This is an optimization exercise on Yosys and OpenROAD, whose aim is small area, not a production implementation.
Power is estimated from default activity; no workload was simulated.

==> trial 22 <==
==> flow/design.v (excerpt) <==
module custom_alu_top(
    input             CLK,
    input      [31:0] RA,
    input      [31:0] RB,
    input      [4:0]  ALU_OP,
    output reg [31:0] Y,
    output reg        C
    );
export LEC_CHECK = 0
export CAP_MARGIN = 20
export CORE_MARGIN = 2
export CORE_UTILIZATION = 40
export CTS_CLUSTER_DIAMETER = 60
export CTS_CLUSTER_SIZE = 10
export SLEW_MARGIN = 20
export SYNTH_HIERARCHICAL = 1
create_clock -name core_clock -period 75.0 [get_ports {CLK}]
run.sh (not shown) runs the stock make flow with config.mk's settings and CLKGATE_MAP_FILE= SYNTH_SCRIPT=/design/flow/synth_recipe.tcl, a recipe that flattens the netlist after the stock synthesis.
==> trial 63: changes against trial 22 <==
--- a/flow/design.v
+++ b/flow/design.v
@@ -497,112 +497,216 @@
     assign a_s[5] = x[5] ^ y[5] ^ a_c[5];
     assign a_c[6] = (x[5] & y[5]) | (a_c[5] & (x[5] ^ y[5]));
     assign qo = en & (a_c[6]);
     wire sel = ms | qo;
     assign r = ~(sel ? {a_s[5], a_s[4], a_s[3], a_s[2], a_s[1], a_s[0]} : x);    
 endmodule
 module custom_alu_row6(input [6:0] x, input [6:0] y, input ci, input ms, input en, output [6:0] r, output qo);
-    wire [7:0] a_c;
-    wire [6:0] a_s;
-    assign a_c[0] = ci;
-    assign a_s[0] = x[0] ^ y[0] ^ a_c[0];
-    assign a_c[1] = (x[0] & y[0]) | (a_c[0] & (x[0] ^ y[0]));
-    assign a_s[1] = x[1] ^ y[1] ^ a_c[1];
-    assign a_c[2] = (x[1] & y[1]) | (a_c[1] & (x[1] ^ y[1]));
-    assign a_s[2] = x[2] ^ y[2] ^ a_c[2];
-    assign a_c[3] = (x[2] & y[2]) | (a_c[2] & (x[2] ^ y[2]));
-    assign a_s[3] = x[3] ^ y[3] ^ a_c[3];
-    assign a_c[4] = (x[3] & y[3]) | (a_c[3] & (x[3] ^ y[3]));
-    assign a_s[4] = x[4] ^ y[4] ^ a_c[4];
-    assign a_c[5] = (x[4] & y[4]) | (a_c[4] & (x[4] ^ y[4]));
-    assign a_s[5] = x[5] ^ y[5] ^ a_c[5];
-    assign a_c[6] = (x[5] & y[5]) | (a_c[5] & (x[5] ^ y[5]));
-    assign a_s[6] = x[6] ^ y[6] ^ a_c[6];
-    assign a_c[7] = (x[6] & y[6]) | (a_c[6] & (x[6] ^ y[6]));
-    assign qo = en & ~(a_c[7]);
+    wire [7:0] a_p, a_g;
+    assign a_p[0] = 1'b0;
+    assign a_g[0] = ci;
+    custom_alu_pg a_pg0 (.a(x[0]), .b(y[0]), .p(a_p[1]), .g(a_g[1]));
+    custom_alu_pg a_pg1 (.a(x[1]), .b(y[1]), .p(a_p[2]), .g(a_g[2]));
+    custom_alu_pg a_pg2 (.a(x[2]), .b(y[2]), .p(a_p[3]), .g(a_g[3]));
+    custom_alu_pg a_pg3 (.a(x[3]), .b(y[3]), .p(a_p[4]), .g(a_g[4]));
+    custom_alu_pg a_pg4 (.a(x[4]), .b(y[4]), .p(a_p[5]), .g(a_g[5]));
+    custom_alu_pg a_pg5 (.a(x[5]), .b(y[5]), .p(a_p[6]), .g(a_g[6]));
+    custom_alu_pg a_pg6 (.a(x[6]), .b(y[6]), .p(a_p[7]), .g(a_g[7]));
+    wire a_G0_1;
+    custom_alu_go_ppp_p a_G0_1_u (.gh(a_g[1]), .ph(a_p[1]), .gl(a_g[0]), .g(a_G0_1));
+    wire a_G0_3, a_P0_3;
+    custom_alu_gp_pppp_n a_G0_3_u (.gh(a_g[3]), .ph(a_p[3]), .gl(a_g[2]), .pl(a_p[2]), .g(a_G0_3), .p(a_P0_3));
+    wire a_G0_5, a_P0_5;
+    custom_alu_gp_pppp_n a_G0_5_u (.gh(a_g[5]), .ph(a_p[5]), .gl(a_g[4]), .pl(a_p[4]), .g(a_G0_5), .p(a_P0_5));
+    wire a_G0_7, a_P0_7;
+    custom_alu_gp_pppp_n a_G0_7_u (.gh(a_g[7]), .ph(a_p[7]), .gl(a_g[6]), .pl(a_p[6]), .g(a_G0_7), .p(a_P0_7));
+    wire a_G1_3;
+    custom_alu_go_nnp_p a_G1_3_u (.gh(a_G0_3), .ph(a_P0_3), .gl(a_G0_1), .g(a_G1_3));
+    wire a_G1_7, a_P1_7;
+    custom_alu_gp_nnnn_p a_G1_7_u (.gh(a_G0_7), .ph(a_P0_7), .gl(a_G0_5), .pl(a_P0_5), .g(a_G1_7), .p(a_P1_7));
+    wire a_G2_7;
+    custom_alu_go_ppp_p a_G2_7_u (.gh(a_G1_7), .ph(a_P1_7), .gl(a_G1_3), .g(a_G2_7));
+    wire a_G3_5;
+    custom_alu_go_nnp_p a_G3_5_u (.gh(a_G0_5), .ph(a_P0_5), .gl(a_G1_3), .g(a_G3_5));
+    wire a_G4_2;
+    custom_alu_go_ppp_p a_G4_2_u (.gh(a_g[2]), .ph(a_p[2]), .gl(a_G0_1), .g(a_G4_2));
+    wire a_G4_4;
+    custom_alu_go_ppp_p a_G4_4_u (.gh(a_g[4]), .ph(a_p[4]), .gl(a_G1_3), .g(a_G4_4));
+    wire a_G4_6;
+    custom_alu_go_ppp_p a_G4_6_u (.gh(a_g[6]), .ph(a_p[6]), .gl(a_G3_5), .g(a_G4_6));
+    wire a_s0 = a_p[1] ^ a_g[0];
+    wire a_s1 = a_p[2] ^ a_G0_1;
+    wire a_s2 = a_p[3] ^ a_G4_2;
+    wire a_s3 = a_p[4] ^ a_G1_3;
+    wire a_s4 = a_p[5] ^ a_G4_4;
+    wire a_s5 = a_p[6] ^ a_G3_5;
+    wire a_s6 = a_p[7] ^ a_G4_6;
+    assign qo = en & ~(a_G2_7);
     wire sel = ms | qo;
-    assign r = ~(sel ? {a_s[6], a_s[5], a_s[4], a_s[3], a_s[2], a_s[1], a_s[0]} : x);    
+    assign r = ~(sel ? {a_s6, a_s5, a_s4, a_s3, a_s2, a_s1, a_s0} : x);    
 endmodule
 module custom_alu_row7(input [7:0] x, input [7:0] y, input ci, input ms, input en, output [7:0] r, output qo);
-    wire [8:0] a_c;
-    wire [7:0] a_s;
-    assign a_c[0] = ci;
-    assign a_s[0] = x[0] ^ y[0] ^ a_c[0];
-    assign a_c[1] = (x[0] & y[0]) | (a_c[0] & (x[0] ^ y[0]));
-    assign a_s[1] = x[1] ^ y[1] ^ a_c[1];
-    assign a_c[2] = (x[1] & y[1]) | (a_c[1] & (x[1] ^ y[1]));
-    assign a_s[2] = x[2] ^ y[2] ^ a_c[2];
-    assign a_c[3] = (x[2] & y[2]) | (a_c[2] & (x[2] ^ y[2]));
-    assign a_s[3] = x[3] ^ y[3] ^ a_c[3];
-    assign a_c[4] = (x[3] & y[3]) | (a_c[3] & (x[3] ^ y[3]));
-    assign a_s[4] = x[4] ^ y[4] ^ a_c[4];
-    assign a_c[5] = (x[4] & y[4]) | (a_c[4] & (x[4] ^ y[4]));
-    assign a_s[5] = x[5] ^ y[5] ^ a_c[5];
-    assign a_c[6] = (x[5] & y[5]) | (a_c[5] & (x[5] ^ y[5]));
-    assign a_s[6] = x[6] ^ y[6] ^ a_c[6];
-    assign a_c[7] = (x[6] & y[6]) | (a_c[6] & (x[6] ^ y[6]));
-    assign a_s[7] = x[7] ^ y[7] ^ a_c[7];
-    assign a_c[8] = (x[7] & y[7]) | (a_c[7] & (x[7] ^ y[7]));
-    assign qo = en & (a_c[8]);
+    wire [8:0] a_p, a_g;
+    assign a_p[0] = 1'b0;
+    assign a_g[0] = ci;
+    custom_alu_pg a_pg0 (.a(x[0]), .b(y[0]), .p(a_p[1]), .g(a_g[1]));
+    custom_alu_pg a_pg1 (.a(x[1]), .b(y[1]), .p(a_p[2]), .g(a_g[2]));
+    custom_alu_pg a_pg2 (.a(x[2]), .b(y[2]), .p(a_p[3]), .g(a_g[3]));
+    custom_alu_pg a_pg3 (.a(x[3]), .b(y[3]), .p(a_p[4]), .g(a_g[4]));
+    custom_alu_pg a_pg4 (.a(x[4]), .b(y[4]), .p(a_p[5]), .g(a_g[5]));
+    custom_alu_pg a_pg5 (.a(x[5]), .b(y[5]), .p(a_p[6]), .g(a_g[6]));
+    custom_alu_pg a_pg6 (.a(x[6]), .b(y[6]), .p(a_p[7]), .g(a_g[7]));
+    custom_alu_pg a_pg7 (.a(x[7]), .b(y[7]), .p(a_p[8]), .g(a_g[8]));
+    wire a_G0_1;
+    custom_alu_go_ppp_p a_G0_1_u (.gh(a_g[1]), .ph(a_p[1]), .gl(a_g[0]), .g(a_G0_1));
+    wire a_G0_3, a_P0_3;
+    custom_alu_gp_pppp_n a_G0_3_u (.gh(a_g[3]), .ph(a_p[3]), .gl(a_g[2]), .pl(a_p[2]), .g(a_G0_3), .p(a_P0_3));
+    wire a_G0_5, a_P0_5;
+    custom_alu_gp_pppp_n a_G0_5_u (.gh(a_g[5]), .ph(a_p[5]), .gl(a_g[4]), .pl(a_p[4]), .g(a_G0_5), .p(a_P0_5));
+    wire a_G0_7, a_P0_7;
+    custom_alu_gp_pppp_n a_G0_7_u (.gh(a_g[7]), .ph(a_p[7]), .gl(a_g[6]), .pl(a_p[6]), .g(a_G0_7), .p(a_P0_7));
+    wire a_G1_3;
+    custom_alu_go_nnp_p a_G1_3_u (.gh(a_G0_3), .ph(a_P0_3), .gl(a_G0_1), .g(a_G1_3));
+    wire a_G1_7, a_P1_7;
+    custom_alu_gp_nnnn_p a_G1_7_u (.gh(a_G0_7), .ph(a_P0_7), .gl(a_G0_5), .pl(a_P0_5), .g(a_G1_7), .p(a_P1_7));
+    wire a_G2_7;
+    custom_alu_go_ppp_p a_G2_7_u (.gh(a_G1_7), .ph(a_P1_7), .gl(a_G1_3), .g(a_G2_7));
+    wire a_G3_5;
+    custom_alu_go_nnp_p a_G3_5_u (.gh(a_G0_5), .ph(a_P0_5), .gl(a_G1_3), .g(a_G3_5));
+    wire a_G4_2;
+    custom_alu_go_ppp_p a_G4_2_u (.gh(a_g[2]), .ph(a_p[2]), .gl(a_G0_1), .g(a_G4_2));
+    wire a_G4_4;
+    custom_alu_go_ppp_p a_G4_4_u (.gh(a_g[4]), .ph(a_p[4]), .gl(a_G1_3), .g(a_G4_4));
+    wire a_G4_6;
+    custom_alu_go_ppp_p a_G4_6_u (.gh(a_g[6]), .ph(a_p[6]), .gl(a_G3_5), .g(a_G4_6));
+    wire a_G4_8;
+    custom_alu_go_ppp_p a_G4_8_u (.gh(a_g[8]), .ph(a_p[8]), .gl(a_G2_7), .g(a_G4_8));
+    wire a_s0 = a_p[1] ^ a_g[0];
+    wire a_s1 = a_p[2] ^ a_G0_1;
+    wire a_s2 = a_p[3] ^ a_G4_2;
+    wire a_s3 = a_p[4] ^ a_G1_3;
+    wire a_s4 = a_p[5] ^ a_G4_4;
+    wire a_s5 = a_p[6] ^ a_G3_5;
+    wire a_s6 = a_p[7] ^ a_G4_6;
+    wire a_s7 = a_p[8] ^ a_G2_7;
+    assign qo = en & (a_G4_8);
     wire sel = ms | qo;
-    assign r = ~(sel ? {a_s[7], a_s[6], a_s[5], a_s[4], a_s[3], a_s[2], a_s[1], a_s[0]} : x);    
+    assign r = ~(sel ? {a_s7, a_s6, a_s5, a_s4, a_s3, a_s2, a_s1, a_s0} : x);    
 endmodule
 module custom_alu_row8(input [8:0] x, input [8:0] y, input ci, input ms, input en, output [8:0] r, output qo);
-    wire [9:0] a_c;
-    wire [8:0] a_s;
-    assign a_c[0] = ci;
-    assign a_s[0] = x[0] ^ y[0] ^ a_c[0];
-    assign a_c[1] = (x[0] & y[0]) | (a_c[0] & (x[0] ^ y[0]));
-    assign a_s[1] = x[1] ^ y[1] ^ a_c[1];
-    assign a_c[2] = (x[1] & y[1]) | (a_c[1] & (x[1] ^ y[1]));
-    assign a_s[2] = x[2] ^ y[2] ^ a_c[2];
-    assign a_c[3] = (x[2] & y[2]) | (a_c[2] & (x[2] ^ y[2]));
-    assign a_s[3] = x[3] ^ y[3] ^ a_c[3];
-    assign a_c[4] = (x[3] & y[3]) | (a_c[3] & (x[3] ^ y[3]));
-    assign a_s[4] = x[4] ^ y[4] ^ a_c[4];
-    assign a_c[5] = (x[4] & y[4]) | (a_c[4] & (x[4] ^ y[4]));
-    assign a_s[5] = x[5] ^ y[5] ^ a_c[5];
-    assign a_c[6] = (x[5] & y[5]) | (a_c[5] & (x[5] ^ y[5]));
-    assign a_s[6] = x[6] ^ y[6] ^ a_c[6];
-    assign a_c[7] = (x[6] & y[6]) | (a_c[6] & (x[6] ^ y[6]));
-    assign a_s[7] = x[7] ^ y[7] ^ a_c[7];
-    assign a_c[8] = (x[7] & y[7]) | (a_c[7] & (x[7] ^ y[7]));
-    assign a_s[8] = x[8] ^ y[8] ^ a_c[8];
-    assign a_c[9] = (x[8] & y[8]) | (a_c[8] & (x[8] ^ y[8]));
-    assign qo = en & ~(a_c[9]);
+    wire [9:0] a_p, a_g;
+    assign a_p[0] = 1'b0;
+    assign a_g[0] = ci;
+    custom_alu_pg a_pg0 (.a(x[0]), .b(y[0]), .p(a_p[1]), .g(a_g[1]));
+    custom_alu_pg a_pg1 (.a(x[1]), .b(y[1]), .p(a_p[2]), .g(a_g[2]));
+    custom_alu_pg a_pg2 (.a(x[2]), .b(y[2]), .p(a_p[3]), .g(a_g[3]));
+    custom_alu_pg a_pg3 (.a(x[3]), .b(y[3]), .p(a_p[4]), .g(a_g[4]));
+    custom_alu_pg a_pg4 (.a(x[4]), .b(y[4]), .p(a_p[5]), .g(a_g[5]));
+    custom_alu_pg a_pg5 (.a(x[5]), .b(y[5]), .p(a_p[6]), .g(a_g[6]));
+    custom_alu_pg a_pg6 (.a(x[6]), .b(y[6]), .p(a_p[7]), .g(a_g[7]));
+    custom_alu_pg a_pg7 (.a(x[7]), .b(y[7]), .p(a_p[8]), .g(a_g[8]));
+    custom_alu_pg a_pg8 (.a(x[8]), .b(y[8]), .p(a_p[9]), .g(a_g[9]));
+    wire a_G0_1;
+    custom_alu_go_ppp_p a_G0_1_u (.gh(a_g[1]), .ph(a_p[1]), .gl(a_g[0]), .g(a_G0_1));
+    wire a_G0_3, a_P0_3;
+    custom_alu_gp_pppp_n a_G0_3_u (.gh(a_g[3]), .ph(a_p[3]), .gl(a_g[2]), .pl(a_p[2]), .g(a_G0_3), .p(a_P0_3));
+    wire a_G0_5, a_P0_5;
+    custom_alu_gp_pppp_n a_G0_5_u (.gh(a_g[5]), .ph(a_p[5]), .gl(a_g[4]), .pl(a_p[4]), .g(a_G0_5), .p(a_P0_5));
+    wire a_G0_7, a_P0_7;
+    custom_alu_gp_pppp_n a_G0_7_u (.gh(a_g[7]), .ph(a_p[7]), .gl(a_g[6]), .pl(a_p[6]), .g(a_G0_7), .p(a_P0_7));
+    wire a_G0_9, a_P0_9;
+    custom_alu_gp_pppp_n a_G0_9_u (.gh(a_g[9]), .ph(a_p[9]), .gl(a_g[8]), .pl(a_p[8]), .g(a_G0_9), .p(a_P0_9));
+    wire a_G1_3;
+    custom_alu_go_nnp_p a_G1_3_u (.gh(a_G0_3), .ph(a_P0_3), .gl(a_G0_1), .g(a_G1_3));
+    wire a_G1_7, a_P1_7;
+    custom_alu_gp_nnnn_p a_G1_7_u (.gh(a_G0_7), .ph(a_P0_7), .gl(a_G0_5), .pl(a_P0_5), .g(a_G1_7), .p(a_P1_7));
+    wire a_G2_7;
+    custom_alu_go_ppp_p a_G2_7_u (.gh(a_G1_7), .ph(a_P1_7), .gl(a_G1_3), .g(a_G2_7));
+    wire a_G3_5;
+    custom_alu_go_nnp_p a_G3_5_u (.gh(a_G0_5), .ph(a_P0_5), .gl(a_G1_3), .g(a_G3_5));
+    wire a_G3_9;
+    custom_alu_go_nnp_p a_G3_9_u (.gh(a_G0_9), .ph(a_P0_9), .gl(a_G2_7), .g(a_G3_9));
+    wire a_G4_2;
+    custom_alu_go_ppp_p a_G4_2_u (.gh(a_g[2]), .ph(a_p[2]), .gl(a_G0_1), .g(a_G4_2));
+    wire a_G4_4;
+    custom_alu_go_ppp_p a_G4_4_u (.gh(a_g[4]), .ph(a_p[4]), .gl(a_G1_3), .g(a_G4_4));
+    wire a_G4_6;
+    custom_alu_go_ppp_p a_G4_6_u (.gh(a_g[6]), .ph(a_p[6]), .gl(a_G3_5), .g(a_G4_6));
+    wire a_G4_8;
+    custom_alu_go_ppp_p a_G4_8_u (.gh(a_g[8]), .ph(a_p[8]), .gl(a_G2_7), .g(a_G4_8));
+    wire a_s0 = a_p[1] ^ a_g[0];
+    wire a_s1 = a_p[2] ^ a_G0_1;
+    wire a_s2 = a_p[3] ^ a_G4_2;
+    wire a_s3 = a_p[4] ^ a_G1_3;
+    wire a_s4 = a_p[5] ^ a_G4_4;
+    wire a_s5 = a_p[6] ^ a_G3_5;
+    wire a_s6 = a_p[7] ^ a_G4_6;
+    wire a_s7 = a_p[8] ^ a_G2_7;
+    wire a_s8 = a_p[9] ^ a_G4_8;
+    assign qo = en & ~(a_G3_9);
     wire sel = ms | qo;
-    assign r = ~(sel ? {a_s[8], a_s[7], a_s[6], a_s[5], a_s[4], a_s[3], a_s[2], a_s[1], a_s[0]} : x);    
+    assign r = ~(sel ? {a_s8, a_s7, a_s6, a_s5, a_s4, a_s3, a_s2, a_s1, a_s0} : x);    
 endmodule
 module custom_alu_row9(input [9:0] x, input [9:0] y, input ci, input ms, input en, output [9:0] r, output qo);
-    wire [10:0] a_c;
-    wire [9:0] a_s;
-    assign a_c[0] = ci;
-    assign a_s[0] = x[0] ^ y[0] ^ a_c[0];
-    assign a_c[1] = (x[0] & y[0]) | (a_c[0] & (x[0] ^ y[0]));
-    assign a_s[1] = x[1] ^ y[1] ^ a_c[1];
-    assign a_c[2] = (x[1] & y[1]) | (a_c[1] & (x[1] ^ y[1]));
-    assign a_s[2] = x[2] ^ y[2] ^ a_c[2];
-    assign a_c[3] = (x[2] & y[2]) | (a_c[2] & (x[2] ^ y[2]));
-    assign a_s[3] = x[3] ^ y[3] ^ a_c[3];
-    assign a_c[4] = (x[3] & y[3]) | (a_c[3] & (x[3] ^ y[3]));
-    assign a_s[4] = x[4] ^ y[4] ^ a_c[4];
-    assign a_c[5] = (x[4] & y[4]) | (a_c[4] & (x[4] ^ y[4]));
-    assign a_s[5] = x[5] ^ y[5] ^ a_c[5];
-    assign a_c[6] = (x[5] & y[5]) | (a_c[5] & (x[5] ^ y[5]));
-    assign a_s[6] = x[6] ^ y[6] ^ a_c[6];
-    assign a_c[7] = (x[6] & y[6]) | (a_c[6] & (x[6] ^ y[6]));
-    assign a_s[7] = x[7] ^ y[7] ^ a_c[7];
-    assign a_c[8] = (x[7] & y[7]) | (a_c[7] & (x[7] ^ y[7]));
-    assign a_s[8] = x[8] ^ y[8] ^ a_c[8];
-    assign a_c[9] = (x[8] & y[8]) | (a_c[8] & (x[8] ^ y[8]));
-    assign a_s[9] = x[9] ^ y[9] ^ a_c[9];
-    assign a_c[10] = (x[9] & y[9]) | (a_c[9] & (x[9] ^ y[9]));
-    assign qo = en & (a_c[10]);
+    wire [10:0] a_p, a_g;
+    assign a_p[0] = 1'b0;
+    assign a_g[0] = ci;
+    custom_alu_pg a_pg0 (.a(x[0]), .b(y[0]), .p(a_p[1]), .g(a_g[1]));
+    custom_alu_pg a_pg1 (.a(x[1]), .b(y[1]), .p(a_p[2]), .g(a_g[2]));
+    custom_alu_pg a_pg2 (.a(x[2]), .b(y[2]), .p(a_p[3]), .g(a_g[3]));
+    custom_alu_pg a_pg3 (.a(x[3]), .b(y[3]), .p(a_p[4]), .g(a_g[4]));
+    custom_alu_pg a_pg4 (.a(x[4]), .b(y[4]), .p(a_p[5]), .g(a_g[5]));
+    custom_alu_pg a_pg5 (.a(x[5]), .b(y[5]), .p(a_p[6]), .g(a_g[6]));
+    custom_alu_pg a_pg6 (.a(x[6]), .b(y[6]), .p(a_p[7]), .g(a_g[7]));
+    custom_alu_pg a_pg7 (.a(x[7]), .b(y[7]), .p(a_p[8]), .g(a_g[8]));
+    custom_alu_pg a_pg8 (.a(x[8]), .b(y[8]), .p(a_p[9]), .g(a_g[9]));
+    custom_alu_pg a_pg9 (.a(x[9]), .b(y[9]), .p(a_p[10]), .g(a_g[10]));
+    wire a_G0_1;
+    custom_alu_go_ppp_p a_G0_1_u (.gh(a_g[1]), .ph(a_p[1]), .gl(a_g[0]), .g(a_G0_1));
+    wire a_G0_3, a_P0_3;
+    custom_alu_gp_pppp_n a_G0_3_u (.gh(a_g[3]), .ph(a_p[3]), .gl(a_g[2]), .pl(a_p[2]), .g(a_G0_3), .p(a_P0_3));
+    wire a_G0_5, a_P0_5;
+    custom_alu_gp_pppp_n a_G0_5_u (.gh(a_g[5]), .ph(a_p[5]), .gl(a_g[4]), .pl(a_p[4]), .g(a_G0_5), .p(a_P0_5));
+    wire a_G0_7, a_P0_7;
+    custom_alu_gp_pppp_n a_G0_7_u (.gh(a_g[7]), .ph(a_p[7]), .gl(a_g[6]), .pl(a_p[6]), .g(a_G0_7), .p(a_P0_7));
+    wire a_G0_9, a_P0_9;
+    custom_alu_gp_pppp_n a_G0_9_u (.gh(a_g[9]), .ph(a_p[9]), .gl(a_g[8]), .pl(a_p[8]), .g(a_G0_9), .p(a_P0_9));
+    wire a_G1_3;
+    custom_alu_go_nnp_p a_G1_3_u (.gh(a_G0_3), .ph(a_P0_3), .gl(a_G0_1), .g(a_G1_3));
+    wire a_G1_7, a_P1_7;
+    custom_alu_gp_nnnn_p a_G1_7_u (.gh(a_G0_7), .ph(a_P0_7), .gl(a_G0_5), .pl(a_P0_5), .g(a_G1_7), .p(a_P1_7));
+    wire a_G2_7;
+    custom_alu_go_ppp_p a_G2_7_u (.gh(a_G1_7), .ph(a_P1_7), .gl(a_G1_3), .g(a_G2_7));
+    wire a_G3_5;
+    custom_alu_go_nnp_p a_G3_5_u (.gh(a_G0_5), .ph(a_P0_5), .gl(a_G1_3), .g(a_G3_5));
+    wire a_G3_9;
+    custom_alu_go_nnp_p a_G3_9_u (.gh(a_G0_9), .ph(a_P0_9), .gl(a_G2_7), .g(a_G3_9));
+    wire a_G4_2;
+    custom_alu_go_ppp_p a_G4_2_u (.gh(a_g[2]), .ph(a_p[2]), .gl(a_G0_1), .g(a_G4_2));
+    wire a_G4_4;
+    custom_alu_go_ppp_p a_G4_4_u (.gh(a_g[4]), .ph(a_p[4]), .gl(a_G1_3), .g(a_G4_4));
+    wire a_G4_6;
+    custom_alu_go_ppp_p a_G4_6_u (.gh(a_g[6]), .ph(a_p[6]), .gl(a_G3_5), .g(a_G4_6));
+    wire a_G4_8;
+    custom_alu_go_ppp_p a_G4_8_u (.gh(a_g[8]), .ph(a_p[8]), .gl(a_G2_7), .g(a_G4_8));
+    wire a_G4_10;
+    custom_alu_go_ppp_p a_G4_10_u (.gh(a_g[10]), .ph(a_p[10]), .gl(a_G3_9), .g(a_G4_10));
+    wire a_s0 = a_p[1] ^ a_g[0];
+    wire a_s1 = a_p[2] ^ a_G0_1;
+    wire a_s2 = a_p[3] ^ a_G4_2;
+    wire a_s3 = a_p[4] ^ a_G1_3;
+    wire a_s4 = a_p[5] ^ a_G4_4;
+    wire a_s5 = a_p[6] ^ a_G3_5;
+    wire a_s6 = a_p[7] ^ a_G4_6;
+    wire a_s7 = a_p[8] ^ a_G2_7;
+    wire a_s8 = a_p[9] ^ a_G4_8;
+    wire a_s9 = a_p[10] ^ a_G3_9;
+    assign qo = en & (a_G4_10);
     wire sel = ms | qo;
-    assign r = ~(sel ? {a_s[9], a_s[8], a_s[7], a_s[6], a_s[5], a_s[4], a_s[3], a_s[2], a_s[1], a_s[0]} : x);    
+    assign r = ~(sel ? {a_s9, a_s8, a_s7, a_s6, a_s5, a_s4, a_s3, a_s2, a_s1, a_s0} : x);    
 endmodule
 module custom_alu_row10(input [10:0] x, input [10:0] y, input ci, input ms, input en, output [10:0] r, output qo);
     wire [11:0] a_p, a_g;
     assign a_p[0] = 1'b0;
     assign a_g[0] = ci;
     custom_alu_pg a_pg0 (.a(x[0]), .b(y[0]), .p(a_p[1]), .g(a_g[1]));
     custom_alu_pg a_pg1 (.a(x[1]), .b(y[1]), .p(a_p[2]), .g(a_g[2]));
==> summary of the runs <==
- Maximum frequency: trial 63 is higher than trial 22 (1.8%).
- Of trial 22 and trial 63, trial 22 has the higher sequential power (gap about 2%, measured against trial 63).
- Global-route usage: trial 22 is higher than trial 63 (0.65 points).
- Against trial 22, the via count of trial 63 is higher by about 0.2%.
- In trial 63 the die area is higher than in trial 22, by 1.0%.
- In trial 22 the count of clock-buffer cells in the layout is higher than in trial 63, by 3.
- Against trial 63, the wire length of trial 22 is higher by 0.98%.
- Against trial 22, the combinational power of trial 63 is higher by about 1%.
- In trial 63 the utilization is lower than in trial 22, by 1.6 points.
==> figures <==
|  | trial 63 | trial 22 |
|---|---|---|
| Run status | finished clean | finished clean |
| Critical path required time | 75.25 ns | 75.26 ns |
| Bufs and invs on worst path | 48 | 63 |
| Number of nets in the synthesized netlist | 4489 | 4432 |
| Layout-stage area growth over the synthesis result | 7.16% | 10.7% |
| Share of synthesized cell area in full adder, half adder and majority cells | 0.206 | 0.216 |
| Post-layout min period | 69.98 ns | 71.27 ns |
| Metal2 WL | 51600 um | 52700 um |
| Placed wire-length estimate | 94200 um | 94300 um |
| First-pass DRT Iterations | 6 | 7 |
| Final GP Congestion | 1.01 | 0.983 |
| Ratio of routed vias to standard cells | 5.93 | 5.88 |
| Post-synthesis cell count | 3889 | 3832 |
| Global routing usage on met1 | 0.369 | 0.374 |
| Compound-gate portion of the synthesized area | 0.268 | 0.259 |
| Cell Rows | 105 | 104 |
| Overall die area | 84500 um^2 | 83700 um^2 |
| Clk pwr | 49.1 uW | 56.5 uW |
| Fraction of cell area in non-clock buffers | 0.0432 | 0.0674 |
| Worst rel slew slack | 0.245 | 0.262 |
Function was not checked in any run of this note: the RTL went through the layout flow alone.

==> re-timing with driven ports <==
In the flow no input, the clock included, has a driving cell. The finished layouts below were timed again as built, in two steps. Step 1 sets driving cells, clkbuf_16 on the clock port and buf_2 on the other inputs (assumed; they add their load-dependent delay and slew). Step 2 also shifts input and output timing later by t, the mid clock arrival at the registers, as if the neighbouring blocks saw the same clock. a / b / c = no drivers / after step 1 / after step 2; a / b = the first two.
run	shift t [ns]	setup WS [ns]	hold WS [ns]	latest minus earliest clock arrival (ns)
trial 22	0.455	3.726 / 3.726 / 3.726	0.897 / 0.897 / 0.897	0.043 / 0.043
trial 63	0.434	5.019 / 5.019 / 5.019	0.937 / 0.937 / 0.937	0.022 / 0.023
After both steps setup and hold are still met in every run listed.
